From an optimization exercise on the open Yosys and OpenROAD flow, aimed at small area, a short achievable clock period and few clock cycles per item; shortcuts taken in it are not production practice.
The RTL was checked by simulation tests, not by an equivalence proof against the original design.

===== flow/config.mk =====
export PLATFORM = sky130hd
export DESIGN_NAME = mult
export DESIGN_NICKNAME = mult
export VERILOG_FILES = /design/flow/design.v
export SDC_FILE = /design/flow/constraint.sdc
export NUM_CORES = 4
export LEC_CHECK = 0
export CAP_MARGIN = 20
export CORE_MARGIN = 2
export CORE_UTILIZATION = 40
export PLACE_DENSITY = 0.6
export SLEW_MARGIN = 20

===== flow/constraint.sdc =====
create_clock -name core_clock -period 4.0 [get_ports {clk}]
set_input_delay 0.8000 -clock core_clock [delete_from_list [all_inputs] [get_ports {clk}]]
set_output_delay 0.8000 -clock core_clock [all_outputs]
set_load 0.01 [all_outputs]

===== flow/design.v =====
module mult(
      input  reset,
      input  clk,
      input  [31:0] a_in,
      input  [31:0] b_in,
      input  start,
      output logic [63:0] product,
      output logic done);
  logic busy;                
  logic selb;                
  logic [2:0] cnt;
  logic [31:0] sw, cw;     
  logic [6:0] ls, lc;     
  logic [27:0] l;          
  wire [6:0] bsel = selb ? l[6:0] : b_in[6:0];
  wire [31:0] ws = sw & {32{busy}};
  wire [31:0] wc = cw & {32{busy}};
  wire [7:0] lres = ls + lc;
  wire cyi = busy & lres[7];   
  wire [31:0] pp0 = a_in & {32{bsel[0]}};
  wire [31:0] pp1 = a_in & {32{bsel[1]}};
  wire [31:0] pp2 = a_in & {32{bsel[2]}};
  wire [31:0] pp3 = a_in & {32{bsel[3]}};
  wire [31:0] pp4 = a_in & {32{bsel[4]}};
  wire [31:0] pp5 = a_in & {32{bsel[5]}};
  wire [31:0] pp6 = a_in & {32{bsel[6]}};
  wire s1 = wc[4] ^ ws[4];
  wire c2 = wc[4] & ws[4];
  wire s3 = wc[5] ^ ws[5] ^ pp0[5];
  wire c4 = (wc[5] & ws[5]) | (wc[5] & pp0[5]) | (ws[5] & pp0[5]);
  wire s5 = pp1[4] ^ pp2[3];
  wire c6 = pp1[4] & pp2[3];
  wire s7 = wc[6] ^ ws[6] ^ pp0[6];
  wire c8 = (wc[6] & ws[6]) | (wc[6] & pp0[6]) | (ws[6] & pp0[6]);
  wire s9 = pp1[5] ^ pp2[4] ^ pp3[3];
  wire c10 = (pp1[5] & pp2[4]) | (pp1[5] & pp3[3]) | (pp2[4] & pp3[3]);
  wire s11 = pp4[2] ^ pp5[1];
  wire c12 = pp4[2] & pp5[1];
  wire s13 = wc[7] ^ ws[7] ^ pp0[7];
  wire c14 = (wc[7] & ws[7]) | (wc[7] & pp0[7]) | (ws[7] & pp0[7]);
  wire s15 = pp1[6] ^ pp2[5] ^ pp3[4];
  wire c16 = (pp1[6] & pp2[5]) | (pp1[6] & pp3[4]) | (pp2[5] & pp3[4]);
  wire s17 = pp4[3] ^ pp5[2] ^ pp6[1];
  wire c18 = (pp4[3] & pp5[2]) | (pp4[3] & pp6[1]) | (pp5[2] & pp6[1]);
  wire s19 = wc[8] ^ ws[8] ^ pp0[8];
  wire c20 = (wc[8] & ws[8]) | (wc[8] & pp0[8]) | (ws[8] & pp0[8]);
  wire s21 = pp1[7] ^ pp2[6] ^ pp3[5];
  wire c22 = (pp1[7] & pp2[6]) | (pp1[7] & pp3[5]) | (pp2[6] & pp3[5]);
  wire s23 = pp4[4] ^ pp5[3] ^ pp6[2];
  wire c24 = (pp4[4] & pp5[3]) | (pp4[4] & pp6[2]) | (pp5[3] & pp6[2]);
  wire s25 = wc[9] ^ ws[9] ^ pp0[9];
  wire c26 = (wc[9] & ws[9]) | (wc[9] & pp0[9]) | (ws[9] & pp0[9]);
  wire s27 = pp1[8] ^ pp2[7] ^ pp3[6];
  wire c28 = (pp1[8] & pp2[7]) | (pp1[8] & pp3[6]) | (pp2[7] & pp3[6]);
  wire s29 = pp4[5] ^ pp5[4] ^ pp6[3];
  wire c30 = (pp4[5] & pp5[4]) | (pp4[5] & pp6[3]) | (pp5[4] & pp6[3]);
  wire s31 = wc[10] ^ ws[10] ^ pp0[10];
  wire c32 = (wc[10] & ws[10]) | (wc[10] & pp0[10]) | (ws[10] & pp0[10]);
  wire s33 = pp1[9] ^ pp2[8] ^ pp3[7];
  wire c34 = (pp1[9] & pp2[8]) | (pp1[9] & pp3[7]) | (pp2[8] & pp3[7]);
  wire s35 = pp4[6] ^ pp5[5] ^ pp6[4];
  wire c36 = (pp4[6] & pp5[5]) | (pp4[6] & pp6[4]) | (pp5[5] & pp6[4]);
  wire s37 = wc[11] ^ ws[11] ^ pp0[11];
  wire c38 = (wc[11] & ws[11]) | (wc[11] & pp0[11]) | (ws[11] & pp0[11]);
  wire s39 = pp1[10] ^ pp2[9] ^ pp3[8];
  wire c40 = (pp1[10] & pp2[9]) | (pp1[10] & pp3[8]) | (pp2[9] & pp3[8]);
  wire s41 = pp4[7] ^ pp5[6] ^ pp6[5];
  wire c42 = (pp4[7] & pp5[6]) | (pp4[7] & pp6[5]) | (pp5[6] & pp6[5]);
  wire s43 = wc[12] ^ ws[12] ^ pp0[12];
  wire c44 = (wc[12] & ws[12]) | (wc[12] & pp0[12]) | (ws[12] & pp0[12]);
  wire s45 = pp1[11] ^ pp2[10] ^ pp3[9];
  wire c46 = (pp1[11] & pp2[10]) | (pp1[11] & pp3[9]) | (pp2[10] & pp3[9]);
  wire s47 = pp4[8] ^ pp5[7] ^ pp6[6];
  wire c48 = (pp4[8] & pp5[7]) | (pp4[8] & pp6[6]) | (pp5[7] & pp6[6]);
  wire s49 = wc[13] ^ ws[13] ^ pp0[13];
  wire c50 = (wc[13] & ws[13]) | (wc[13] & pp0[13]) | (ws[13] & pp0[13]);
  wire s51 = pp1[12] ^ pp2[11] ^ pp3[10];
  wire c52 = (pp1[12] & pp2[11]) | (pp1[12] & pp3[10]) | (pp2[11] & pp3[10]);
  wire s53 = pp4[9] ^ pp5[8] ^ pp6[7];
  wire c54 = (pp4[9] & pp5[8]) | (pp4[9] & pp6[7]) | (pp5[8] & pp6[7]);
  wire s55 = wc[14] ^ ws[14] ^ pp0[14];
  wire c56 = (wc[14] & ws[14]) | (wc[14] & pp0[14]) | (ws[14] & pp0[14]);
  wire s57 = pp1[13] ^ pp2[12] ^ pp3[11];
  wire c58 = (pp1[13] & pp2[12]) | (pp1[13] & pp3[11]) | (pp2[12] & pp3[11]);
  wire s59 = pp4[10] ^ pp5[9] ^ pp6[8];
  wire c60 = (pp4[10] & pp5[9]) | (pp4[10] & pp6[8]) | (pp5[9] & pp6[8]);
  wire s61 = wc[15] ^ ws[15] ^ pp0[15];
  wire c62 = (wc[15] & ws[15]) | (wc[15] & pp0[15]) | (ws[15] & pp0[15]);
  wire s63 = pp1[14] ^ pp2[13] ^ pp3[12];
  wire c64 = (pp1[14] & pp2[13]) | (pp1[14] & pp3[12]) | (pp2[13] & pp3[12]);
  wire s65 = pp4[11] ^ pp5[10] ^ pp6[9];
  wire c66 = (pp4[11] & pp5[10]) | (pp4[11] & pp6[9]) | (pp5[10] & pp6[9]);
  wire s67 = wc[16] ^ ws[16] ^ pp0[16];
  wire c68 = (wc[16] & ws[16]) | (wc[16] & pp0[16]) | (ws[16] & pp0[16]);
  wire s69 = pp1[15] ^ pp2[14] ^ pp3[13];
  wire c70 = (pp1[15] & pp2[14]) | (pp1[15] & pp3[13]) | (pp2[14] & pp3[13]);
  wire s71 = pp4[12] ^ pp5[11] ^ pp6[10];
  wire c72 = (pp4[12] & pp5[11]) | (pp4[12] & pp6[10]) | (pp5[11] & pp6[10]);
  wire s73 = wc[17] ^ ws[17] ^ pp0[17];
  wire c74 = (wc[17] & ws[17]) | (wc[17] & pp0[17]) | (ws[17] & pp0[17]);
  wire s75 = pp1[16] ^ pp2[15] ^ pp3[14];
  wire c76 = (pp1[16] & pp2[15]) | (pp1[16] & pp3[14]) | (pp2[15] & pp3[14]);
  wire s77 = pp4[13] ^ pp5[12] ^ pp6[11];
  wire c78 = (pp4[13] & pp5[12]) | (pp4[13] & pp6[11]) | (pp5[12] & pp6[11]);
  wire s79 = wc[18] ^ ws[18] ^ pp0[18];
  wire c80 = (wc[18] & ws[18]) | (wc[18] & pp0[18]) | (ws[18] & pp0[18]);
  wire s81 = pp1[17] ^ pp2[16] ^ pp3[15];
  wire c82 = (pp1[17] & pp2[16]) | (pp1[17] & pp3[15]) | (pp2[16] & pp3[15]);
  wire s83 = pp4[14] ^ pp5[13] ^ pp6[12];
  wire c84 = (pp4[14] & pp5[13]) | (pp4[14] & pp6[12]) | (pp5[13] & pp6[12]);
  wire s85 = wc[19] ^ ws[19] ^ pp0[19];
  wire c86 = (wc[19] & ws[19]) | (wc[19] & pp0[19]) | (ws[19] & pp0[19]);
  wire s87 = pp1[18] ^ pp2[17] ^ pp3[16];
  wire c88 = (pp1[18] & pp2[17]) | (pp1[18] & pp3[16]) | (pp2[17] & pp3[16]);
  wire s89 = pp4[15] ^ pp5[14] ^ pp6[13];
  wire c90 = (pp4[15] & pp5[14]) | (pp4[15] & pp6[13]) | (pp5[14] & pp6[13]);
  wire s91 = wc[20] ^ ws[20] ^ pp0[20];
  wire c92 = (wc[20] & ws[20]) | (wc[20] & pp0[20]) | (ws[20] & pp0[20]);
  wire s93 = pp1[19] ^ pp2[18] ^ pp3[17];
  wire c94 = (pp1[19] & pp2[18]) | (pp1[19] & pp3[17]) | (pp2[18] & pp3[17]);
  wire s95 = pp4[16] ^ pp5[15] ^ pp6[14];
  wire c96 = (pp4[16] & pp5[15]) | (pp4[16] & pp6[14]) | (pp5[15] & pp6[14]);
  wire s97 = wc[21] ^ ws[21] ^ pp0[21];
  wire c98 = (wc[21] & ws[21]) | (wc[21] & pp0[21]) | (ws[21] & pp0[21]);
  wire s99 = pp1[20] ^ pp2[19] ^ pp3[18];
  wire c100 = (pp1[20] & pp2[19]) | (pp1[20] & pp3[18]) | (pp2[19] & pp3[18]);
  wire s101 = pp4[17] ^ pp5[16] ^ pp6[15];
  wire c102 = (pp4[17] & pp5[16]) | (pp4[17] & pp6[15]) | (pp5[16] & pp6[15]);
  wire s103 = wc[22] ^ ws[22] ^ pp0[22];
  wire c104 = (wc[22] & ws[22]) | (wc[22] & pp0[22]) | (ws[22] & pp0[22]);
  wire s105 = pp1[21] ^ pp2[20] ^ pp3[19];
  wire c106 = (pp1[21] & pp2[20]) | (pp1[21] & pp3[19]) | (pp2[20] & pp3[19]);
  wire s107 = pp4[18] ^ pp5[17] ^ pp6[16];
  wire c108 = (pp4[18] & pp5[17]) | (pp4[18] & pp6[16]) | (pp5[17] & pp6[16]);
  wire s109 = wc[23] ^ ws[23] ^ pp0[23];
  wire c110 = (wc[23] & ws[23]) | (wc[23] & pp0[23]) | (ws[23] & pp0[23]);
  wire s111 = pp1[22] ^ pp2[21] ^ pp3[20];
  wire c112 = (pp1[22] & pp2[21]) | (pp1[22] & pp3[20]) | (pp2[21] & pp3[20]);
  wire s113 = pp4[19] ^ pp5[18] ^ pp6[17];
  wire c114 = (pp4[19] & pp5[18]) | (pp4[19] & pp6[17]) | (pp5[18] & pp6[17]);
  wire s115 = wc[24] ^ ws[24] ^ pp0[24];
  wire c116 = (wc[24] & ws[24]) | (wc[24] & pp0[24]) | (ws[24] & pp0[24]);
  wire s117 = pp1[23] ^ pp2[22] ^ pp3[21];
  wire c118 = (pp1[23] & pp2[22]) | (pp1[23] & pp3[21]) | (pp2[22] & pp3[21]);
  wire s119 = pp4[20] ^ pp5[19] ^ pp6[18];
  wire c120 = (pp4[20] & pp5[19]) | (pp4[20] & pp6[18]) | (pp5[19] & pp6[18]);
  wire s121 = wc[25] ^ ws[25] ^ pp0[25];
  wire c122 = (wc[25] & ws[25]) | (wc[25] & pp0[25]) | (ws[25] & pp0[25]);
  wire s123 = pp1[24] ^ pp2[23] ^ pp3[22];
  wire c124 = (pp1[24] & pp2[23]) | (pp1[24] & pp3[22]) | (pp2[23] & pp3[22]);
  wire s125 = pp4[21] ^ pp5[20] ^ pp6[19];
  wire c126 = (pp4[21] & pp5[20]) | (pp4[21] & pp6[19]) | (pp5[20] & pp6[19]);
  wire s127 = wc[26] ^ ws[26] ^ pp0[26];
  wire c128 = (wc[26] & ws[26]) | (wc[26] & pp0[26]) | (ws[26] & pp0[26]);
  wire s129 = pp1[25] ^ pp2[24] ^ pp3[23];
  wire c130 = (pp1[25] & pp2[24]) | (pp1[25] & pp3[23]) | (pp2[24] & pp3[23]);
  wire s131 = pp4[22] ^ pp5[21] ^ pp6[20];
  wire c132 = (pp4[22] & pp5[21]) | (pp4[22] & pp6[20]) | (pp5[21] & pp6[20]);
  wire s133 = wc[27] ^ ws[27] ^ pp0[27];
  wire c134 = (wc[27] & ws[27]) | (wc[27] & pp0[27]) | (ws[27] & pp0[27]);
  wire s135 = pp1[26] ^ pp2[25] ^ pp3[24];
  wire c136 = (pp1[26] & pp2[25]) | (pp1[26] & pp3[24]) | (pp2[25] & pp3[24]);
  wire s137 = pp4[23] ^ pp5[22] ^ pp6[21];
  wire c138 = (pp4[23] & pp5[22]) | (pp4[23] & pp6[21]) | (pp5[22] & pp6[21]);
  wire s139 = wc[28] ^ ws[28] ^ pp0[28];
  wire c140 = (wc[28] & ws[28]) | (wc[28] & pp0[28]) | (ws[28] & pp0[28]);
  wire s141 = pp1[27] ^ pp2[26] ^ pp3[25];
  wire c142 = (pp1[27] & pp2[26]) | (pp1[27] & pp3[25]) | (pp2[26] & pp3[25]);
  wire s143 = pp4[24] ^ pp5[23] ^ pp6[22];
  wire c144 = (pp4[24] & pp5[23]) | (pp4[24] & pp6[22]) | (pp5[23] & pp6[22]);
  wire s145 = wc[29] ^ ws[29] ^ pp0[29];
  wire c146 = (wc[29] & ws[29]) | (wc[29] & pp0[29]) | (ws[29] & pp0[29]);
  wire s147 = pp1[28] ^ pp2[27] ^ pp3[26];
  wire c148 = (pp1[28] & pp2[27]) | (pp1[28] & pp3[26]) | (pp2[27] & pp3[26]);
  wire s149 = pp4[25] ^ pp5[24] ^ pp6[23];
  wire c150 = (pp4[25] & pp5[24]) | (pp4[25] & pp6[23]) | (pp5[24] & pp6[23]);
  wire s151 = wc[30] ^ ws[30] ^ pp0[30];
  wire c152 = (wc[30] & ws[30]) | (wc[30] & pp0[30]) | (ws[30] & pp0[30]);
  wire s153 = pp1[29] ^ pp2[28] ^ pp3[27];
  wire c154 = (pp1[29] & pp2[28]) | (pp1[29] & pp3[27]) | (pp2[28] & pp3[27]);
  wire s155 = pp4[26] ^ pp5[25] ^ pp6[24];
  wire c156 = (pp4[26] & pp5[25]) | (pp4[26] & pp6[24]) | (pp5[25] & pp6[24]);
  wire s157 = wc[31] ^ ws[31] ^ pp0[31];
  wire c158 = (wc[31] & ws[31]) | (wc[31] & pp0[31]) | (ws[31] & pp0[31]);
  wire s159 = pp1[30] ^ pp2[29] ^ pp3[28];
  wire c160 = (pp1[30] & pp2[29]) | (pp1[30] & pp3[28]) | (pp2[29] & pp3[28]);
  wire s161 = pp4[27] ^ pp5[26] ^ pp6[25];
  wire c162 = (pp4[27] & pp5[26]) | (pp4[27] & pp6[25]) | (pp5[26] & pp6[25]);
  wire s163 = pp1[31] ^ pp2[30] ^ pp3[29];
  wire c164 = (pp1[31] & pp2[30]) | (pp1[31] & pp3[29]) | (pp2[30] & pp3[29]);
  wire s165 = pp4[28] ^ pp5[27];
  wire c166 = pp4[28] & pp5[27];
  wire s167 = pp2[31] ^ pp3[30];
  wire c168 = pp2[31] & pp3[30];
  wire s169 = wc[2] ^ ws[2];
  wire c170 = wc[2] & ws[2];
  wire s171 = wc[3] ^ ws[3] ^ pp0[3];
  wire c172 = (wc[3] & ws[3]) | (wc[3] & pp0[3]) | (ws[3] & pp0[3]);
  wire s173 = pp1[2] ^ pp2[1];
  wire c174 = pp1[2] & pp2[1];
  wire s175 = s1 ^ pp0[4] ^ pp1[3];
  wire c176 = (s1 & pp0[4]) | (s1 & pp1[3]) | (pp0[4] & pp1[3]);
  wire s177 = pp2[2] ^ pp3[1] ^ pp4[0];
  wire c178 = (pp2[2] & pp3[1]) | (pp2[2] & pp4[0]) | (pp3[1] & pp4[0]);
  wire s179 = c2 ^ pp3[2] ^ pp4[1];
  wire c180 = (c2 & pp3[2]) | (c2 & pp4[1]) | (pp3[2] & pp4[1]);
  wire s181 = pp5[0] ^ s5 ^ s3;
  wire c182 = (pp5[0] & s5) | (pp5[0] & s3) | (s5 & s3);
  wire s183 = pp6[0] ^ c6 ^ s11;
  wire c184 = (pp6[0] & c6) | (pp6[0] & s11) | (c6 & s11);
  wire s185 = c4 ^ s7 ^ s9;
  wire c186 = (c4 & s7) | (c4 & s9) | (s7 & s9);
  wire s187 = c12 ^ c10 ^ c8;
  wire c188 = (c12 & c10) | (c12 & c8) | (c10 & c8);
  wire s189 = s13 ^ s15 ^ s17;
  wire c190 = (s13 & s15) | (s13 & s17) | (s15 & s17);
  wire s191 = c14 ^ c16 ^ c18;
  wire c192 = (c14 & c16) | (c14 & c18) | (c16 & c18);
  wire s193 = s19 ^ s21 ^ s23;
  wire c194 = (s19 & s21) | (s19 & s23) | (s21 & s23);
  wire s195 = c20 ^ c22 ^ c24;
  wire c196 = (c20 & c22) | (c20 & c24) | (c22 & c24);
  wire s197 = s25 ^ s27 ^ s29;
  wire c198 = (s25 & s27) | (s25 & s29) | (s27 & s29);
  wire s199 = c26 ^ c28 ^ c30;
  wire c200 = (c26 & c28) | (c26 & c30) | (c28 & c30);
  wire s201 = s31 ^ s33 ^ s35;
  wire c202 = (s31 & s33) | (s31 & s35) | (s33 & s35);
  wire s203 = c32 ^ c34 ^ c36;
  wire c204 = (c32 & c34) | (c32 & c36) | (c34 & c36);
  wire s205 = s37 ^ s39 ^ s41;
  wire c206 = (s37 & s39) | (s37 & s41) | (s39 & s41);
  wire s207 = c38 ^ c40 ^ c42;
  wire c208 = (c38 & c40) | (c38 & c42) | (c40 & c42);
  wire s209 = s43 ^ s45 ^ s47;
  wire c210 = (s43 & s45) | (s43 & s47) | (s45 & s47);
  wire s211 = c44 ^ c46 ^ c48;
  wire c212 = (c44 & c46) | (c44 & c48) | (c46 & c48);
  wire s213 = s49 ^ s51 ^ s53;
  wire c214 = (s49 & s51) | (s49 & s53) | (s51 & s53);
  wire s215 = c50 ^ c52 ^ c54;
  wire c216 = (c50 & c52) | (c50 & c54) | (c52 & c54);
  wire s217 = s55 ^ s57 ^ s59;
  wire c218 = (s55 & s57) | (s55 & s59) | (s57 & s59);
  wire s219 = c56 ^ c58 ^ c60;
  wire c220 = (c56 & c58) | (c56 & c60) | (c58 & c60);
  wire s221 = s61 ^ s63 ^ s65;
  wire c222 = (s61 & s63) | (s61 & s65) | (s63 & s65);
  wire s223 = c62 ^ c64 ^ c66;
  wire c224 = (c62 & c64) | (c62 & c66) | (c64 & c66);
  wire s225 = s67 ^ s69 ^ s71;
  wire c226 = (s67 & s69) | (s67 & s71) | (s69 & s71);
  wire s227 = c68 ^ c70 ^ c72;
  wire c228 = (c68 & c70) | (c68 & c72) | (c70 & c72);
  wire s229 = s73 ^ s75 ^ s77;
  wire c230 = (s73 & s75) | (s73 & s77) | (s75 & s77);
  wire s231 = c74 ^ c76 ^ c78;
  wire c232 = (c74 & c76) | (c74 & c78) | (c76 & c78);
  wire s233 = s79 ^ s81 ^ s83;
  wire c234 = (s79 & s81) | (s79 & s83) | (s81 & s83);
  wire s235 = c80 ^ c82 ^ c84;
  wire c236 = (c80 & c82) | (c80 & c84) | (c82 & c84);
  wire s237 = s85 ^ s87 ^ s89;
  wire c238 = (s85 & s87) | (s85 & s89) | (s87 & s89);
  wire s239 = c86 ^ c88 ^ c90;
  wire c240 = (c86 & c88) | (c86 & c90) | (c88 & c90);
  wire s241 = s91 ^ s93 ^ s95;
  wire c242 = (s91 & s93) | (s91 & s95) | (s93 & s95);
  wire s243 = c92 ^ c94 ^ c96;
  wire c244 = (c92 & c94) | (c92 & c96) | (c94 & c96);
  wire s245 = s101 ^ s97 ^ s99;
  wire c246 = (s101 & s97) | (s101 & s99) | (s97 & s99);
  wire s247 = c100 ^ c102 ^ c98;
  wire c248 = (c100 & c102) | (c100 & c98) | (c102 & c98);
  wire s249 = s103 ^ s105 ^ s107;
  wire c250 = (s103 & s105) | (s103 & s107) | (s105 & s107);
  wire s251 = c104 ^ c106 ^ c108;
  wire c252 = (c104 & c106) | (c104 & c108) | (c106 & c108);
  wire s253 = s109 ^ s111 ^ s113;
  wire c254 = (s109 & s111) | (s109 & s113) | (s111 & s113);
  wire s255 = c110 ^ c112 ^ c114;
  wire c256 = (c110 & c112) | (c110 & c114) | (c112 & c114);
  wire s257 = s115 ^ s117 ^ s119;
  wire c258 = (s115 & s117) | (s115 & s119) | (s117 & s119);
  wire s259 = c116 ^ c118 ^ c120;
  wire c260 = (c116 & c118) | (c116 & c120) | (c118 & c120);
  wire s261 = s121 ^ s123 ^ s125;
  wire c262 = (s121 & s123) | (s121 & s125) | (s123 & s125);
  wire s263 = c122 ^ c124 ^ c126;
  wire c264 = (c122 & c124) | (c122 & c126) | (c124 & c126);
  wire s265 = s127 ^ s129 ^ s131;
  wire c266 = (s127 & s129) | (s127 & s131) | (s129 & s131);
  wire s267 = c128 ^ c130 ^ c132;
  wire c268 = (c128 & c130) | (c128 & c132) | (c130 & c132);
  wire s269 = s133 ^ s135 ^ s137;
  wire c270 = (s133 & s135) | (s133 & s137) | (s135 & s137);
  wire s271 = c134 ^ c136 ^ c138;
  wire c272 = (c134 & c136) | (c134 & c138) | (c136 & c138);
  wire s273 = s139 ^ s141 ^ s143;
  wire c274 = (s139 & s141) | (s139 & s143) | (s141 & s143);
  wire s275 = c140 ^ c142 ^ c144;
  wire c276 = (c140 & c142) | (c140 & c144) | (c142 & c144);
  wire s277 = s145 ^ s147 ^ s149;
  wire c278 = (s145 & s147) | (s145 & s149) | (s147 & s149);
  wire s279 = c146 ^ c148 ^ c150;
  wire c280 = (c146 & c148) | (c146 & c150) | (c148 & c150);
  wire s281 = s151 ^ s153 ^ s155;
  wire c282 = (s151 & s153) | (s151 & s155) | (s153 & s155);
  wire s283 = c152 ^ c154 ^ c156;
  wire c284 = (c152 & c154) | (c152 & c156) | (c154 & c156);
  wire s285 = s157 ^ s159 ^ s161;
  wire c286 = (s157 & s159) | (s157 & s161) | (s159 & s161);
  wire s287 = pp6[26] ^ s165 ^ c158;
  wire c288 = (pp6[26] & s165) | (pp6[26] & c158) | (s165 & c158);
  wire s289 = c160 ^ c162 ^ s163;
  wire c290 = (c160 & c162) | (c160 & s163) | (c162 & s163);
  wire s291 = pp4[29] ^ pp5[28] ^ pp6[27];
  wire c292 = (pp4[29] & pp5[28]) | (pp4[29] & pp6[27]) | (pp5[28] & pp6[27]);
  wire s293 = c166 ^ s167 ^ c164;
  wire c294 = (c166 & s167) | (c166 & c164) | (s167 & c164);
  wire s295 = pp3[31] ^ pp4[30] ^ pp5[29];
  wire c296 = (pp3[31] & pp4[30]) | (pp3[31] & pp5[29]) | (pp4[30] & pp5[29]);
  wire s297 = pp6[28] ^ c168;
  wire c298 = pp6[28] & c168;
  wire s299 = pp4[31] ^ pp5[30];
  wire c300 = pp4[31] & pp5[30];
  wire s301 = wc[0] ^ ws[0];
  wire c302 = wc[0] & ws[0];
  wire s303 = wc[1] ^ ws[1] ^ pp0[1];
  wire c304 = (wc[1] & ws[1]) | (wc[1] & pp0[1]) | (ws[1] & pp0[1]);
  wire s305 = s169 ^ pp0[2] ^ pp1[1];
  wire c306 = (s169 & pp0[2]) | (s169 & pp1[1]) | (pp0[2] & pp1[1]);
  wire s307 = c170 ^ pp3[0] ^ s173;
  wire c308 = (c170 & pp3[0]) | (c170 & s173) | (pp3[0] & s173);
  wire s309 = c174 ^ c172 ^ s175;
  wire c310 = (c174 & c172) | (c174 & s175) | (c172 & s175);
  wire s311 = c176 ^ c178 ^ s179;
  wire c312 = (c176 & c178) | (c176 & s179) | (c178 & s179);
  wire s313 = c180 ^ s183 ^ c182;
  wire c314 = (c180 & s183) | (c180 & c182) | (s183 & c182);
  wire s315 = c184 ^ c186 ^ s187;
  wire c316 = (c184 & c186) | (c184 & s187) | (c186 & s187);
  wire s317 = c188 ^ c190 ^ s191;
  wire c318 = (c188 & c190) | (c188 & s191) | (c190 & s191);
  wire s319 = c192 ^ c194 ^ s195;
  wire c320 = (c192 & c194) | (c192 & s195) | (c194 & s195);
  wire s321 = c196 ^ c198 ^ s199;
  wire c322 = (c196 & c198) | (c196 & s199) | (c198 & s199);
  wire s323 = c200 ^ c202 ^ s203;
  wire c324 = (c200 & c202) | (c200 & s203) | (c202 & s203);
  wire s325 = c204 ^ c206 ^ s207;
  wire c326 = (c204 & c206) | (c204 & s207) | (c206 & s207);
  wire s327 = c208 ^ c210 ^ s211;
  wire c328 = (c208 & c210) | (c208 & s211) | (c210 & s211);
  wire s329 = c212 ^ c214 ^ s215;
  wire c330 = (c212 & c214) | (c212 & s215) | (c214 & s215);
  wire s331 = c216 ^ c218 ^ s219;
  wire c332 = (c216 & c218) | (c216 & s219) | (c218 & s219);
  wire s333 = c220 ^ c222 ^ s223;
  wire c334 = (c220 & c222) | (c220 & s223) | (c222 & s223);
  wire s335 = c224 ^ c226 ^ s227;
  wire c336 = (c224 & c226) | (c224 & s227) | (c226 & s227);
  wire s337 = c228 ^ c230 ^ s231;
  wire c338 = (c228 & c230) | (c228 & s231) | (c230 & s231);
  wire s339 = c232 ^ c234 ^ s235;
  wire c340 = (c232 & c234) | (c232 & s235) | (c234 & s235);
  wire s341 = c236 ^ c238 ^ s239;
  wire c342 = (c236 & c238) | (c236 & s239) | (c238 & s239);
  wire s343 = c240 ^ c242 ^ s243;
  wire c344 = (c240 & c242) | (c240 & s243) | (c242 & s243);
  wire s345 = c244 ^ c246 ^ s247;
  wire c346 = (c244 & c246) | (c244 & s247) | (c246 & s247);
  wire s347 = c248 ^ c250 ^ s251;
  wire c348 = (c248 & c250) | (c248 & s251) | (c250 & s251);
  wire s349 = c252 ^ c254 ^ s255;
  wire c350 = (c252 & c254) | (c252 & s255) | (c254 & s255);
  wire s351 = c256 ^ c258 ^ s259;
  wire c352 = (c256 & c258) | (c256 & s259) | (c258 & s259);
  wire s353 = c260 ^ c262 ^ s263;
  wire c354 = (c260 & c262) | (c260 & s263) | (c262 & s263);
  wire s355 = c264 ^ c266 ^ s267;
  wire c356 = (c264 & c266) | (c264 & s267) | (c266 & s267);
  wire s357 = c268 ^ c270 ^ s271;
  wire c358 = (c268 & c270) | (c268 & s271) | (c270 & s271);
  wire s359 = c272 ^ c274 ^ s275;
  wire c360 = (c272 & c274) | (c272 & s275) | (c274 & s275);
  wire s361 = c276 ^ c278 ^ s279;
  wire c362 = (c276 & c278) | (c276 & s279) | (c278 & s279);
  wire s363 = c280 ^ c282 ^ s283;
  wire c364 = (c280 & c282) | (c280 & s283) | (c282 & s283);
  wire s365 = c284 ^ c286 ^ s287;
  wire c366 = (c284 & c286) | (c284 & s287) | (c286 & s287);
  wire s367 = s291 ^ c288 ^ c290;
  wire c368 = (s291 & c288) | (s291 & c290) | (c288 & c290);
  wire s369 = c292 ^ s295 ^ s297;
  wire c370 = (c292 & s295) | (c292 & s297) | (s295 & s297);
  wire s371 = pp6[29] ^ s299 ^ c296;
  wire c372 = (pp6[29] & s299) | (pp6[29] & c296) | (s299 & c296);
  wire s373 = pp5[31] ^ pp6[30];
  wire c374 = pp5[31] & pp6[30];
  wire s375 = s301 ^ cyi;
  wire c376 = s301 & cyi;
  wire s377 = c302 ^ pp1[0] ^ s303;
  wire c378 = (c302 & pp1[0]) | (c302 & s303) | (pp1[0] & s303);
  wire s379 = pp2[0] ^ c304 ^ s305;
  wire c380 = (pp2[0] & c304) | (pp2[0] & s305) | (c304 & s305);
  wire s381 = c306 ^ s171 ^ s307;
  wire c382 = (c306 & s171) | (c306 & s307) | (s171 & s307);
  wire s383 = s177 ^ c308 ^ s309;
  wire c384 = (s177 & c308) | (s177 & s309) | (c308 & s309);
  wire s385 = c310 ^ s181 ^ s311;
  wire c386 = (c310 & s181) | (c310 & s311) | (s181 & s311);
  wire s387 = c312 ^ s185 ^ s313;
  wire c388 = (c312 & s185) | (c312 & s313) | (s185 & s313);
  wire s389 = s189 ^ c314 ^ s315;
  wire c390 = (s189 & c314) | (s189 & s315) | (c314 & s315);
  wire s391 = s193 ^ c316 ^ s317;
  wire c392 = (s193 & c316) | (s193 & s317) | (c316 & s317);
  wire s393 = s197 ^ c318 ^ s319;
  wire c394 = (s197 & c318) | (s197 & s319) | (c318 & s319);
  wire s395 = s201 ^ c320 ^ s321;
  wire c396 = (s201 & c320) | (s201 & s321) | (c320 & s321);
  wire s397 = s205 ^ c322 ^ s323;
  wire c398 = (s205 & c322) | (s205 & s323) | (c322 & s323);
  wire s399 = s209 ^ c324 ^ s325;
  wire c400 = (s209 & c324) | (s209 & s325) | (c324 & s325);
  wire s401 = s213 ^ c326 ^ s327;
  wire c402 = (s213 & c326) | (s213 & s327) | (c326 & s327);
  wire s403 = s217 ^ c328 ^ s329;
  wire c404 = (s217 & c328) | (s217 & s329) | (c328 & s329);
  wire s405 = s221 ^ c330 ^ s331;
  wire c406 = (s221 & c330) | (s221 & s331) | (c330 & s331);
  wire s407 = s225 ^ c332 ^ s333;
  wire c408 = (s225 & c332) | (s225 & s333) | (c332 & s333);
  wire s409 = s229 ^ c334 ^ s335;
  wire c410 = (s229 & c334) | (s229 & s335) | (c334 & s335);
  wire s411 = s233 ^ c336 ^ s337;
  wire c412 = (s233 & c336) | (s233 & s337) | (c336 & s337);
  wire s413 = s237 ^ c338 ^ s339;
  wire c414 = (s237 & c338) | (s237 & s339) | (c338 & s339);
  wire s415 = s241 ^ c340 ^ s341;
  wire c416 = (s241 & c340) | (s241 & s341) | (c340 & s341);
  wire s417 = s245 ^ c342 ^ s343;
  wire c418 = (s245 & c342) | (s245 & s343) | (c342 & s343);
  wire s419 = s249 ^ c344 ^ s345;
  wire c420 = (s249 & c344) | (s249 & s345) | (c344 & s345);
  wire s421 = s253 ^ c346 ^ s347;
  wire c422 = (s253 & c346) | (s253 & s347) | (c346 & s347);
  wire s423 = s257 ^ c348 ^ s349;
  wire c424 = (s257 & c348) | (s257 & s349) | (c348 & s349);
  wire s425 = s261 ^ c350 ^ s351;
  wire c426 = (s261 & c350) | (s261 & s351) | (c350 & s351);
  wire s427 = s265 ^ c352 ^ s353;
  wire c428 = (s265 & c352) | (s265 & s353) | (c352 & s353);
  wire s429 = s269 ^ c354 ^ s355;
  wire c430 = (s269 & c354) | (s269 & s355) | (c354 & s355);
  wire s431 = s273 ^ c356 ^ s357;
  wire c432 = (s273 & c356) | (s273 & s357) | (c356 & s357);
  wire s433 = s277 ^ c358 ^ s359;
  wire c434 = (s277 & c358) | (s277 & s359) | (c358 & s359);
  wire s435 = s281 ^ c360 ^ s361;
  wire c436 = (s281 & c360) | (s281 & s361) | (c360 & s361);
  wire s437 = s285 ^ c362 ^ s363;
  wire c438 = (s285 & c362) | (s285 & s363) | (c362 & s363);
  wire s439 = s289 ^ c364 ^ s365;
  wire c440 = (s289 & c364) | (s289 & s365) | (c364 & s365);
  wire s441 = s293 ^ c366 ^ s367;
  wire c442 = (s293 & c366) | (s293 & s367) | (c366 & s367);
  wire s443 = c294 ^ s369 ^ c368;
  wire c444 = (c294 & s369) | (c294 & c368) | (s369 & c368);
  wire s445 = c298 ^ s371 ^ c370;
  wire c446 = (c298 & s371) | (c298 & c370) | (s371 & c370);
  wire s447 = c300 ^ s373 ^ c372;
  wire c448 = (c300 & s373) | (c300 & c372) | (s373 & c372);
  wire s449 = pp6[31] ^ c374;
  wire c450 = pp6[31] & c374;
  wire [38:0] r0 = {c450, s449, s447, s445, c442, c440, c438, c436, c434, c432, c430, c428, c426, c424, c422, c420, c418, c416, c414, c412, c410, c408, c406, c404, c402, c400, c398, c396, c394, c392, c390, c388, c386, c384, c382, c380, c378, c376, pp0[0]};
  wire [38:0] r1 = {1'b0, c448, c446, c444, s443, s441, s439, s437, s435, s433, s431, s429, s427, s425, s423, s421, s419, s417, s415, s413, s411, s409, s407, s405, s403, s401, s399, s397, s395, s393, s391, s389, s387, s385, s383, s381, s379, s377, s375};
  always_ff @(posedge clk, posedge reset) begin
    if (reset) begin
      busy <= 1'b0;
      done <= 1'b0;
      cnt <= '0;
    end else if (start || busy) begin
      if (cnt == 3'd4) begin
        busy <= 1'b0;
        done <= 1'b1;
        cnt <= '0;
      end else begin
        busy <= 1'b1;
        done <= 1'b0;
        cnt <= cnt + 1'b1;
      end
    end
  end
  always_ff @(posedge clk, posedge reset) begin
    if (reset) selb <= 1'b0;
    else selb <= (start || busy) && cnt != 3'd4;
  end
  always_ff @(posedge clk) begin
    if (start || busy) begin
      sw <= r0[38:7];
      cw <= r1[38:7];
      ls <= r0[6:0];
      lc <= r1[6:0];
      l <= busy ? {lres[6:0], l[27:7]} : {3'd0, b_in[31:7]};
    end
  end
  assign product[27:0] = l;
  wire [35:0] ox = {sw[28:0], ls};
  wire [35:0] oy = {cw[28:0], lc};
  wire [35:0] og0 = ox & oy;
  wire [35:0] op0 = ox ^ oy;
  wire og1_1 = og0[1] | (op0[1] & og0[0]);
  wire og1_3 = og0[3] | (op0[3] & og0[2]);
  wire op1_3 = op0[3] & op0[2];
  wire og1_5 = og0[5] | (op0[5] & og0[4]);
  wire op1_5 = op0[5] & op0[4];
  wire og1_7 = og0[7] | (op0[7] & og0[6]);
  wire op1_7 = op0[7] & op0[6];
  wire og1_9 = og0[9] | (op0[9] & og0[8]);
  wire op1_9 = op0[9] & op0[8];
  wire og1_11 = og0[11] | (op0[11] & og0[10]);
  wire op1_11 = op0[11] & op0[10];
  wire og1_13 = og0[13] | (op0[13] & og0[12]);
  wire op1_13 = op0[13] & op0[12];
  wire og1_15 = og0[15] | (op0[15] & og0[14]);
  wire op1_15 = op0[15] & op0[14];
  wire og1_17 = og0[17] | (op0[17] & og0[16]);
  wire op1_17 = op0[17] & op0[16];
  wire og1_19 = og0[19] | (op0[19] & og0[18]);
  wire op1_19 = op0[19] & op0[18];
  wire og1_21 = og0[21] | (op0[21] & og0[20]);
  wire op1_21 = op0[21] & op0[20];
  wire og1_23 = og0[23] | (op0[23] & og0[22]);
  wire op1_23 = op0[23] & op0[22];
  wire og1_25 = og0[25] | (op0[25] & og0[24]);
  wire op1_25 = op0[25] & op0[24];
  wire og1_27 = og0[27] | (op0[27] & og0[26]);
  wire op1_27 = op0[27] & op0[26];
  wire og1_29 = og0[29] | (op0[29] & og0[28]);
  wire op1_29 = op0[29] & op0[28];
  wire og1_31 = og0[31] | (op0[31] & og0[30]);
  wire op1_31 = op0[31] & op0[30];
  wire og1_33 = og0[33] | (op0[33] & og0[32]);
  wire op1_33 = op0[33] & op0[32];
  wire og1_35 = og0[35] | (op0[35] & og0[34]);
  wire op1_35 = op0[35] & op0[34];
  wire og2_2 = og0[2] | (op0[2] & og1_1);
  wire og2_3 = og1_3 | (op1_3 & og1_1);
  wire og2_6 = og0[6] | (op0[6] & og1_5);
  wire op2_6 = op0[6] & op1_5;
  wire og2_7 = og1_7 | (op1_7 & og1_5);
  wire op2_7 = op1_7 & op1_5;
  wire og2_10 = og0[10] | (op0[10] & og1_9);
  wire op2_10 = op0[10] & op1_9;
  wire og2_11 = og1_11 | (op1_11 & og1_9);
  wire op2_11 = op1_11 & op1_9;
  wire og2_14 = og0[14] | (op0[14] & og1_13);
  wire op2_14 = op0[14] & op1_13;
  wire og2_15 = og1_15 | (op1_15 & og1_13);
  wire op2_15 = op1_15 & op1_13;
  wire og2_18 = og0[18] | (op0[18] & og1_17);
  wire op2_18 = op0[18] & op1_17;
  wire og2_19 = og1_19 | (op1_19 & og1_17);
  wire op2_19 = op1_19 & op1_17;
  wire og2_22 = og0[22] | (op0[22] & og1_21);
  wire op2_22 = op0[22] & op1_21;
  wire og2_23 = og1_23 | (op1_23 & og1_21);
  wire op2_23 = op1_23 & op1_21;
  wire og2_26 = og0[26] | (op0[26] & og1_25);
  wire op2_26 = op0[26] & op1_25;
  wire og2_27 = og1_27 | (op1_27 & og1_25);
  wire op2_27 = op1_27 & op1_25;
  wire og2_30 = og0[30] | (op0[30] & og1_29);
  wire op2_30 = op0[30] & op1_29;
  wire og2_31 = og1_31 | (op1_31 & og1_29);
  wire op2_31 = op1_31 & op1_29;
  wire og2_34 = og0[34] | (op0[34] & og1_33);
  wire op2_34 = op0[34] & op1_33;
  wire og2_35 = og1_35 | (op1_35 & og1_33);
  wire op2_35 = op1_35 & op1_33;
  wire og3_4 = og0[4] | (op0[4] & og2_3);
  wire og3_5 = og1_5 | (op1_5 & og2_3);
  wire og3_6 = og2_6 | (op2_6 & og2_3);
  wire og3_7 = og2_7 | (op2_7 & og2_3);
  wire og3_12 = og0[12] | (op0[12] & og2_11);
  wire op3_12 = op0[12] & op2_11;
  wire og3_13 = og1_13 | (op1_13 & og2_11);
  wire op3_13 = op1_13 & op2_11;
  wire og3_14 = og2_14 | (op2_14 & og2_11);
  wire op3_14 = op2_14 & op2_11;
  wire og3_15 = og2_15 | (op2_15 & og2_11);
  wire op3_15 = op2_15 & op2_11;
  wire og3_20 = og0[20] | (op0[20] & og2_19);
  wire op3_20 = op0[20] & op2_19;
  wire og3_21 = og1_21 | (op1_21 & og2_19);
  wire op3_21 = op1_21 & op2_19;
  wire og3_22 = og2_22 | (op2_22 & og2_19);
  wire op3_22 = op2_22 & op2_19;
  wire og3_23 = og2_23 | (op2_23 & og2_19);
  wire op3_23 = op2_23 & op2_19;
  wire og3_28 = og0[28] | (op0[28] & og2_27);
  wire op3_28 = op0[28] & op2_27;
  wire og3_29 = og1_29 | (op1_29 & og2_27);
  wire op3_29 = op1_29 & op2_27;
  wire og3_30 = og2_30 | (op2_30 & og2_27);
  wire op3_30 = op2_30 & op2_27;
  wire og3_31 = og2_31 | (op2_31 & og2_27);
  wire op3_31 = op2_31 & op2_27;
  wire og4_8 = og0[8] | (op0[8] & og3_7);
  wire og4_9 = og1_9 | (op1_9 & og3_7);
  wire og4_10 = og2_10 | (op2_10 & og3_7);
  wire og4_11 = og2_11 | (op2_11 & og3_7);
  wire og4_12 = og3_12 | (op3_12 & og3_7);
  wire og4_13 = og3_13 | (op3_13 & og3_7);
  wire og4_14 = og3_14 | (op3_14 & og3_7);
  wire og4_15 = og3_15 | (op3_15 & og3_7);
  wire og4_24 = og0[24] | (op0[24] & og3_23);
  wire op4_24 = op0[24] & op3_23;
  wire og4_25 = og1_25 | (op1_25 & og3_23);
  wire op4_25 = op1_25 & op3_23;
  wire og4_26 = og2_26 | (op2_26 & og3_23);
  wire op4_26 = op2_26 & op3_23;
  wire og4_27 = og2_27 | (op2_27 & og3_23);
  wire op4_27 = op2_27 & op3_23;
  wire og4_28 = og3_28 | (op3_28 & og3_23);
  wire op4_28 = op3_28 & op3_23;
  wire og4_29 = og3_29 | (op3_29 & og3_23);
  wire op4_29 = op3_29 & op3_23;
  wire og4_30 = og3_30 | (op3_30 & og3_23);
  wire op4_30 = op3_30 & op3_23;
  wire og4_31 = og3_31 | (op3_31 & og3_23);
  wire op4_31 = op3_31 & op3_23;
  wire og5_16 = og0[16] | (op0[16] & og4_15);
  wire og5_17 = og1_17 | (op1_17 & og4_15);
  wire og5_18 = og2_18 | (op2_18 & og4_15);
  wire og5_19 = og2_19 | (op2_19 & og4_15);
  wire og5_20 = og3_20 | (op3_20 & og4_15);
  wire og5_21 = og3_21 | (op3_21 & og4_15);
  wire og5_22 = og3_22 | (op3_22 & og4_15);
  wire og5_23 = og3_23 | (op3_23 & og4_15);
  wire og5_24 = og4_24 | (op4_24 & og4_15);
  wire og5_25 = og4_25 | (op4_25 & og4_15);
  wire og5_26 = og4_26 | (op4_26 & og4_15);
  wire og5_27 = og4_27 | (op4_27 & og4_15);
  wire og5_28 = og4_28 | (op4_28 & og4_15);
  wire og5_29 = og4_29 | (op4_29 & og4_15);
  wire og5_30 = og4_30 | (op4_30 & og4_15);
  wire og5_31 = og4_31 | (op4_31 & og4_15);
  wire og6_32 = og0[32] | (op0[32] & og5_31);
  wire og6_33 = og1_33 | (op1_33 & og5_31);
  wire og6_34 = og2_34 | (op2_34 & og5_31);
  wire og6_35 = og2_35 | (op2_35 & og5_31);
  assign product[28] = op0[0];
  assign product[29] = op0[1] ^ og0[0];
  assign product[30] = op0[2] ^ og1_1;
  assign product[31] = op0[3] ^ og2_2;
  assign product[32] = op0[4] ^ og2_3;
  assign product[33] = op0[5] ^ og3_4;
  assign product[34] = op0[6] ^ og3_5;
  assign product[35] = op0[7] ^ og3_6;
  assign product[36] = op0[8] ^ og3_7;
  assign product[37] = op0[9] ^ og4_8;
  assign product[38] = op0[10] ^ og4_9;
  assign product[39] = op0[11] ^ og4_10;
  assign product[40] = op0[12] ^ og4_11;
  assign product[41] = op0[13] ^ og4_12;
  assign product[42] = op0[14] ^ og4_13;
  assign product[43] = op0[15] ^ og4_14;
  assign product[44] = op0[16] ^ og4_15;
  assign product[45] = op0[17] ^ og5_16;
  assign product[46] = op0[18] ^ og5_17;
  assign product[47] = op0[19] ^ og5_18;
  assign product[48] = op0[20] ^ og5_19;
  assign product[49] = op0[21] ^ og5_20;
  assign product[50] = op0[22] ^ og5_21;
  assign product[51] = op0[23] ^ og5_22;
  assign product[52] = op0[24] ^ og5_23;
  assign product[53] = op0[25] ^ og5_24;
  assign product[54] = op0[26] ^ og5_25;
  assign product[55] = op0[27] ^ og5_26;
  assign product[56] = op0[28] ^ og5_27;
  assign product[57] = op0[29] ^ og5_28;
  assign product[58] = op0[30] ^ og5_29;
  assign product[59] = op0[31] ^ og5_30;
  assign product[60] = op0[32] ^ og5_31;
  assign product[61] = op0[33] ^ og6_32;
  assign product[62] = op0[34] ^ og6_33;
  assign product[63] = op0[35] ^ og6_34;
endmodule

===== flow/flow/run.sh =====
#!/bin/bash
# The standard layout (standard.sh) with these changes to its synthesis:
#  - Yosys's early "abc -fast" is skipped (SYNTH_ARGS=-noabc), so extract_fa
#    sees the carry-save tree as the RTL writes it;
#  - port buffers use the smallest buffer (the resizer upsizes where needed).
# Registers, their names and the flatten/rename steps are those of synth_recipe.tcl.
set -euo pipefail
HERE=$(pwd)
export SYNTH_ARGS="-noabc"
export BUFFER_PORTS_ARGS="-buffer_cell sky130_fd_sc_hd__buf_1"
sed 's|^\( *\)extract_fa {\*}\[dont_use_extract_fa_args\]$|\1extract_fa {*}[dont_use_extract_fa_args] * w:og* w:op* %u o:product %u %ci1 %d|' \
  "$FLOW_HOME/scripts/synth.tcl" > synth_x.tcl
grep -q 'o:product %u %ci1 %d' synth_x.tcl
sed -i 's|^\( *\)log_cmd abc {\*}\$abc_args$|\1log_cmd abc {*}$lib_args {*}$lib_dont_use_args -script {+strash;map,-D,1200;buffer;upsize,-D,1200;dnsize,-D,1200} o:product %ci*:-sky130_fd_sc_hd__edfxtp_1\n\1log_cmd abc {*}$abc_args|' synth_x.tcl
grep -q -- '-script {+strash;map,-D,1200;buffer;upsize,-D,1200;dnsize,-D,1200} o:product' synth_x.tcl
sed "s|source \$::env(SCRIPTS_DIR)/synth.tcl|source $HERE/synth_x.tcl|" synth_recipe.tcl > synth_recipe_x.tcl
grep -q "source $HERE/synth_x.tcl" synth_recipe_x.tcl
sed "s|SYNTH_SCRIPT=[^ ]*|SYNTH_SCRIPT=$HERE/synth_recipe_x.tcl|" standard.sh > standard_x.sh
bash standard_x.sh synth > synth.log 2>&1
bash standard.sh > standard.log 2>&1

===== flow/standard.sh =====
#!/bin/bash
# synth_recipe.tcl (not shown) runs the flow's synth.tcl, then flattens the netlist and writes it again
# the make line also repeats each setting of config.mk as NAME=value (left out here)
make -C /OpenROAD-flow-scripts/flow DESIGN_CONFIG=/design/flow/config.mk WORK_HOME=/design/flow/orfs CLKGATE_MAP_FILE= SYNTH_SCRIPT=/design/flow/synth_recipe.tcl "${@:-finish}"

==> flow_summary.toml, run 1 <==
[cells_and_area]
layout_commonest_cell = "fa_1"
nets = 1433
area_growth_pct = 11.1
finish.utilization = 0.449
drive_gt1_frac = 0.0848
finish.instance_area_um2 = 13700
area.sequential_um2 = 3300
antenna_cells = 0
multi_input_area_um2 = 8680
nFillCells = 2796
final_cells = 1540
layout_common_cells = "fa_1 (211), and2b_1 (161), buf_1 (131)"

[yosys]
syn_area_um2 = 12300
synth_cell_types = 58
ys_seq_elements = 111
yosys_warnings = 1
synth-edff-count = 105
syn_nets = 1316
ys_async_sr_fraction = 0.0541
syn_area_per_cell_um2 = 12.0
synth-seq-area-share = 0.269
syn_inst = 1022
synth_area_leader_cell = "fa_1"
synthFlopType = "edfxtp_1"
yosysTopAreaCellShare = 0.343
synthTopCellsByArea = "fa_1 (34%), edfxtp_1 (26%), and2b_1 (9.8%), and2_1 (3.7%), nor2b_1 (3.2%)"

[sta]
fin_skew_ns = 0.0131
slew_viol_final = 0
fin_crit_sh = 0.941
relSlewSlack = 0.342
setup_slack_ns = 0.238
finalSetupViolCount = 0
rsz0062_at_grt = "false"
fmax_mhz = 266
min_period_ns = 3.76
hold_violations = 0
tns_ns = 0
tightest_slew_ns = 0.988

[placement]
globalplace.congestion = 0.788
place_area_um2 = 13400
dp_hpwl_mm = 22.4
dpl_worst_slack_ns = 0.216
placed_cells = 1524
port_buffers = 131

[global_route]
grt-ovfl-total = 0
antenna_found_initial = 2
grt.total_usage = 0.189
grt_pass1_wl_mm = 46.1
grt_start_max_net_pins = 63
grt_pass1_vias = 8332

[routing]
drcViolationCount = 0
wl_per_cell_um = 18.9
routed-via-count = 7732
drt_iter0_drc = 413
first_pass_iters = 5
wl_mm = 29.1
ant_nets = 0
vias_per_cell = 5.02

[hold_path]
hp-class = "in -> async"

[critical_path]
start_kind = "flip-flop"
cp_common_cell = "nand2_1"
timing.rr.start = "selb$_DFF_PP0_"
reg2reg_depth = 7
worstPathRequired_ns = 3.20
critPathKind = "reg -> out"
path_cells = "xor2_2, nand2_1, o21ai_1, nand2_1, nand2_2, a21boi_4, o21ai_4, nand2_2, nand2_2, nand2_1, nand3b_1, nand2_1, buf_1"
reg2reg_slack_ns = 0.33
cp-end-kind = "output port"
reg2reg_to = "cw[23]$_DFFE_PP_"
cp_slowest_stage_delay_ns = 0.54
cp_top_family = "simple AND/OR/NAND/NOR gates"
worst-path-buf-inv = 1
cp_slowest_cell = "o21ai_4"
crit_arrival_ns = 2.96
crit_fanout = 15

[floorplan]
num_rows = 64
num_io_pins = 132
coreArea_um2 = 30400
dieArea_um2 = 32200
start_util = 0.404
die_h_um = 179
die_w_um = 179

[clock_tree]
clockBufferDepth = 2
clock_latency_ns = 0.37
cts.sinks = 111
hold_buffers = 0
h-tree-depth = 3
cts_tree = "done"
clkTransAtPathRegs_ns = 0.09
cts.repair.resized = 0
cts_root_buffer = "clkbuf_16"
post_cts_buffers = 0
numCtsBuffers = 9

[flow_run]
maxCapViolCount = 0

[outcome]
status = "complete, no violations"
[logic make-up (layout without fill, tap and decap cells)]
family                   after synthesis  in the layout  synth area share
XOR/XNOR                              66             66            0.0543
adder cells (fa/ha/maj)              231            231             0.363
flip-flops                           111            111             0.269
buffers and inverters                 83            205            0.0278
AND/OR/NAND/NOR                      404            404             0.207
multiplexers                          32             32            0.0286
AO/OA/AOI/OAI                         95             95            0.0503
[flip-flops by register name, indices dropped and copies added, names as in the netlist]
name and flops:
selb 1, lc 7, l 28, cw 31, done 1, ls 7
cnt 3, busy 1, sw 32
[metal layers]
metal / GRT usage / wire [µm] / vias up / part of all wire
li1: - / - / 3536 / -
met1: 0.267 / 13500 / 3968 / 0.46
met2: 0.308 / 13700 / 189 / 0.47
met3: 0.0300 / 1330 / 35 / 0.046
met4: 0.0460 / 599 / 4 / 0.021
met5: 0 / 27 / - / 0.00093
[synthesized netlist by cell type, types with 2 or more instances]
cell type    n
a21oi_1     22
nand2_2      4
nor3_1       4
fa_1       211
mux2i_1      7
a21o_1       3
nor2b_1     63
buf_4        5
nand3b_1     3
nand3_1      5
ha_1        16
nand2_1     47
and2b_1    161
mux2_2      25
o21bai_1     2
dfrtp_1      6
edfxtp_1   105
xnor2_2      3
nand2b_2     2
inv_1       44
o21a_1       5
and2_0       4
xor2_2       4
o21ai_0     27
o21ai_1      6
a211oi_1     2
inv_2        2
maj3_2       3
a21oi_2      5
buf_2        3
xor2_1      39
clkbuf_1    28
nor2_1      32
and2_1      73
xnor2_1     18
a31oi_1     10
and2_4       2
[how the worst max path moves through the flow]
| stage | endpoint | depth (start not counted) | start |
|---|---|---|---|
| after floorplan | cw[10]$_DFFE_PP_ | 7 | b_in[1] |
| after global placement | cw[23]$_DFFE_PP_ | 8 | b_in[5] |
| after detailed placement | cw[23]$_DFFE_PP_ | 8 | b_in[1] |
| after CTS | product[45] | 10 | ls[3]$_DFFE_PP_ |
| after global routing | product[62] | 13 | ls[1]$_DFFE_PP_ |
| final | product[62] | 13 | ls[1]$_DFFE_PP_ |
[area by class of cell]
type,count,share of cell area
Inverter,46,0.0128
Sequential cell,111,0.242
Timing Repair Buffer,143,0.0508
Clock buffer,9,0.0165
Multi-Input combinational cell,828,0.635
Tap cell,396,0.0362
Clock inverter,7,0.00686
[per-stage QoR]
stage	hold slack, ns
final	0.308
after global placement	0.466
after floorplan	0.478
after CTS	0.307
after global routing	0.327
after detailed placement	0.489
Testbench counts, summed over its fixed seeds: cycles 6,000, items 1,200.
==> inputs of run 2 (changes only) <==
--- a/flow/flow/run.sh
+++ b/flow/flow/run.sh
@@ -12,6 +12,6 @@
   "$FLOW_HOME/scripts/synth.tcl" > synth_x.tcl
 grep -q 'o:product %u %ci1 %d' synth_x.tcl
-sed -i 's|^\( *\)log_cmd abc {\*}\$abc_args$|\1log_cmd abc {*}$lib_args {*}$lib_dont_use_args -script {+strash;map,-D,1200;buffer;upsize,-D,1200;dnsize,-D,1200} o:product %ci*:-sky130_fd_sc_hd__edfxtp_1\n\1log_cmd abc {*}$abc_args|' synth_x.tcl
-grep -q -- '-script {+strash;map,-D,1200;buffer;upsize,-D,1200;dnsize,-D,1200} o:product' synth_x.tcl
+sed -i 's|^\( *\)log_cmd abc {\*}\$abc_args$|\1log_cmd abc {*}$lib_args {*}$lib_dont_use_args -script {+strash;dch;map,-D,600;buffer;upsize,-D,600;dnsize,-D,600} o:product %ci*:-sky130_fd_sc_hd__edfxtp_1\n\1log_cmd abc {*}$abc_args|' synth_x.tcl
+grep -q -- '-script {+strash;dch;map,-D,600;buffer;upsize,-D,600;dnsize,-D,600} o:product' synth_x.tcl
 sed "s|source \$::env(SCRIPTS_DIR)/synth.tcl|source $HERE/synth_x.tcl|" synth_recipe.tcl > synth_recipe_x.tcl
 grep -q "source $HERE/synth_x.tcl" synth_recipe_x.tcl
==> flow_summary.toml, run 2 <==
[floorplan]
die_w_um = 183
num_io_pins = 132
dieArea_um2 = 33500
start_util = 0.406
coreArea_um2 = 31600
die_h_um = 183
num_rows = 65

[global_route]
use_met3 = 0.0274
grt-ovfl-total = 0
grt_use_met1 = 0.269
grt.total_usage = 0.200
globalRouteMet2Util = 0.343
grt_start_max_net_pins = 61
grt_pass1_vias = 9364
top_usage_layer = "met2"
antenna_found_initial = 0
grt_pass1_wl_mm = 51.5

[clock_tree]
cts.sinks = 111
hold_buffers = 0
post_cts_buffers = 0
cts.repair.resized = 0
h-tree-depth = 3
clock_latency_ns = 0.37
cts_root_buffer = "clkbuf_16"
clkTransAtPathRegs_ns = 0.09
clockBufferDepth = 2
cts_tree = "done"
numCtsBuffers = 9

[critical_path]
crit_arrival_ns = 3.60
start_kind = "flip-flop"
reg2reg_slack_ns = 0.51
crit_start = "selb$_DFF_PP0_"
timing.rr.start = "selb$_DFF_PP0_"
critPathKind = "reg -> reg"
reg2reg_to = "cw[7]$_DFFE_PP_"
cp-end-kind = "flip-flop"
reg2reg_depth = 8
crit_fanout = 32
worstPathRequired_ns = 4.11

[routing]
wl_per_cell_um = 18.8
routed-via-count = 8417
ant_nets = 0
first_pass_iters = 5
drt_iter0_drc = 454
wl_mm = 31.3
drcViolationCount = 0
vias_per_cell = 5.05

[sta]
rsz0062_at_grt = "false"
tightest_slew_ns = 0.872
finalSetupViolCount = 0
fin_crit_sh = 0.872
fmax_mhz = 287
fin_skew_ns = 0.0157
hold_slack_ns = 0.306
setup_slack_ns = 0.511
tns_ns = 0
relSlewSlack = 0.419
min_period_ns = 3.49
slew_viol_final = 0
hold_violations = 0

[cells_and_area]
antenna_cells = 0
regMostFlops = "sw"
nets = 1555
reg.largest.list = "sw (32), cw (31), l (28)"
drive_gt1_frac = 0.111
finish.instance_area_um2 = 14200
largest_reg_flops = 32
layout_common_cells = "fa_1 (211), and2b_1 (161), buf_1 (131)"
area_growth_pct = 10.8
layout_commonest_cell = "fa_1"

[placement]
place_area_um2 = 13900
globalplace.congestion = 0.845
port_buffers = 131
dp_hpwl_mm = 24.4
dpl_worst_slack_ns = 0.260

[yosys]
syn_inst = 1145
syn_area_um2 = 12800
syn_area_per_cell_um2 = 11.2
yosysTopAreaCellShare = 0.330
synth_area_leader_cell = "fa_1"
ys_seq_elements = 111
syn_nets = 1439
synthFlopType = "edfxtp_1"
synth_cell_types = 67
synthTopCellsByArea = "fa_1 (33%), edfxtp_1 (25%), and2b_1 (9.4%), nand2_1 (3.2%), and2_1 (3.2%)"
synth_most_common_cell = "fa_1"
ys_async_sr_fraction = 0.0541
synth-seq-area-share = 0.258
yosys_warnings = 1
synth-edff-count = 105
ys_top_cells_by_count = "fa_1 (211), and2b_1 (161), nand2_1 (110)"

[flow_run]
maxCapViolCount = 0

[outcome]
status = "complete, no violations"

[hold_path]
hp-class = "in -> async"
## run 2: cell types whose count changed after synthesis, moves of 9 or more
cell / previous run / this run
nand2_1: 47 / 110
xor2_1: 39 / 16
nand2_2: 4 / 20
xnor2_1: 18 / 6
or2_1: 1 / 12
inv_1: 44 / 54
nor2_1: 32 / 42
o211ai_1: 1 / 11
a31oi_1: 10 / 1
nand4_1: 0 / 9
## run 2: layout make-up
cell class | count | area, µm²
Fill cell | 2998 | 17400
Multi-Input combinational cell | 931 | 9130
Sequential cell | 111 | 3300
Timing Repair Buffer | 142 | 674
Tap cell | 402 | 503
Inverter | 66 | 263
Clock buffer | 9 | 225
Clock inverter | 7 | 95.1
## run 2: cell families after synthesis
logic type	synth area share
compound gates	0.0663
xor+xnor	0.0163
fa+ha+maj	0.346
buf+inv	0.0335
flops	0.258
mux	0.0275
simple gates	0.253
## run 2: worst max path at each step
stage | endpoint | cells after the start
2_1_floorplan | cw[10]$_DFFE_PP_ | 7
3_3_place_gp | cw[19]$_DFFE_PP_ | 8
3_5_place_dp | cw[20]$_DFFE_PP_ | 8
4_1_cts | product[60] | 7
5_1_grt | product[63] | 9
6_report | cw[7]$_DFFE_PP_ | 8
## run 2: metrics by stage
step            util  instances
6_report       0.450       1668
5_1_grt        0.450       1668
4_1_cts        0.450       1668
3_5_place_dp   0.440       1652
3_3_place_gp   0.440       1652
2_1_floorplan      -       1145
## run 2: layer usage
| metal | share of wire | vias to the layer above | wire, µm |
|---|---|---|---|
| met1 | 0.45 | 4291 | 14000 |
| met5 | 0 | - | 0 |
| met3 | 0.035 | 29 | 1100 |
| li1 | - | 3960 | - |
| met2 | 0.50 | 137 | 15500 |
| met4 | 0.020 | 0 | 633 |
## run 2: critical path, stage by stage, from the launching register on
cell and delay (ns):
dfrtp_1 0.33, buf_4 0.22, mux2i_2 0.29, buf_12 0.23, and2b_1 0.23, fa_1 0.48
fa_1 0.43, fa_1 0.57, fa_1 0.42

-- what the ideal ports hide --
The flow's constraints put no driver on any port. The routed layouts listed below were extracted and timed again, unchanged, in two steps. Step 1 sets driving cells, clkbuf_16 on the clock port and buf_2 on the other inputs (assumed; they add their load-dependent delay and slew). Step 2 adds t to the input delays and takes it off the output delays; t is the mean of the earliest and latest rising clock arrival at the registers after step 1. Input paths then give back, and output paths get back, about the clock's delay inside the block. Slacks: ideal ports / drivers / drivers and shift; pairs: ideal ports / drivers.
run	shift t [ns]	setup slack, ns	worst hold slack (ns)	pins driven straight from the clock port
run 1	0.408	0.238 / 0.191 / 0.201	0.308 / 0.283 / 0.496	1
run 2	0.413	0.511 / 0.511 / 0.251	0.306 / 0.279 / 0.492	1
After both steps setup and hold are still met in every run listed. For run 2, which loses most, drivers alone change the setup slack by 0.000 ns; drivers and shift together by -0.260 ns.
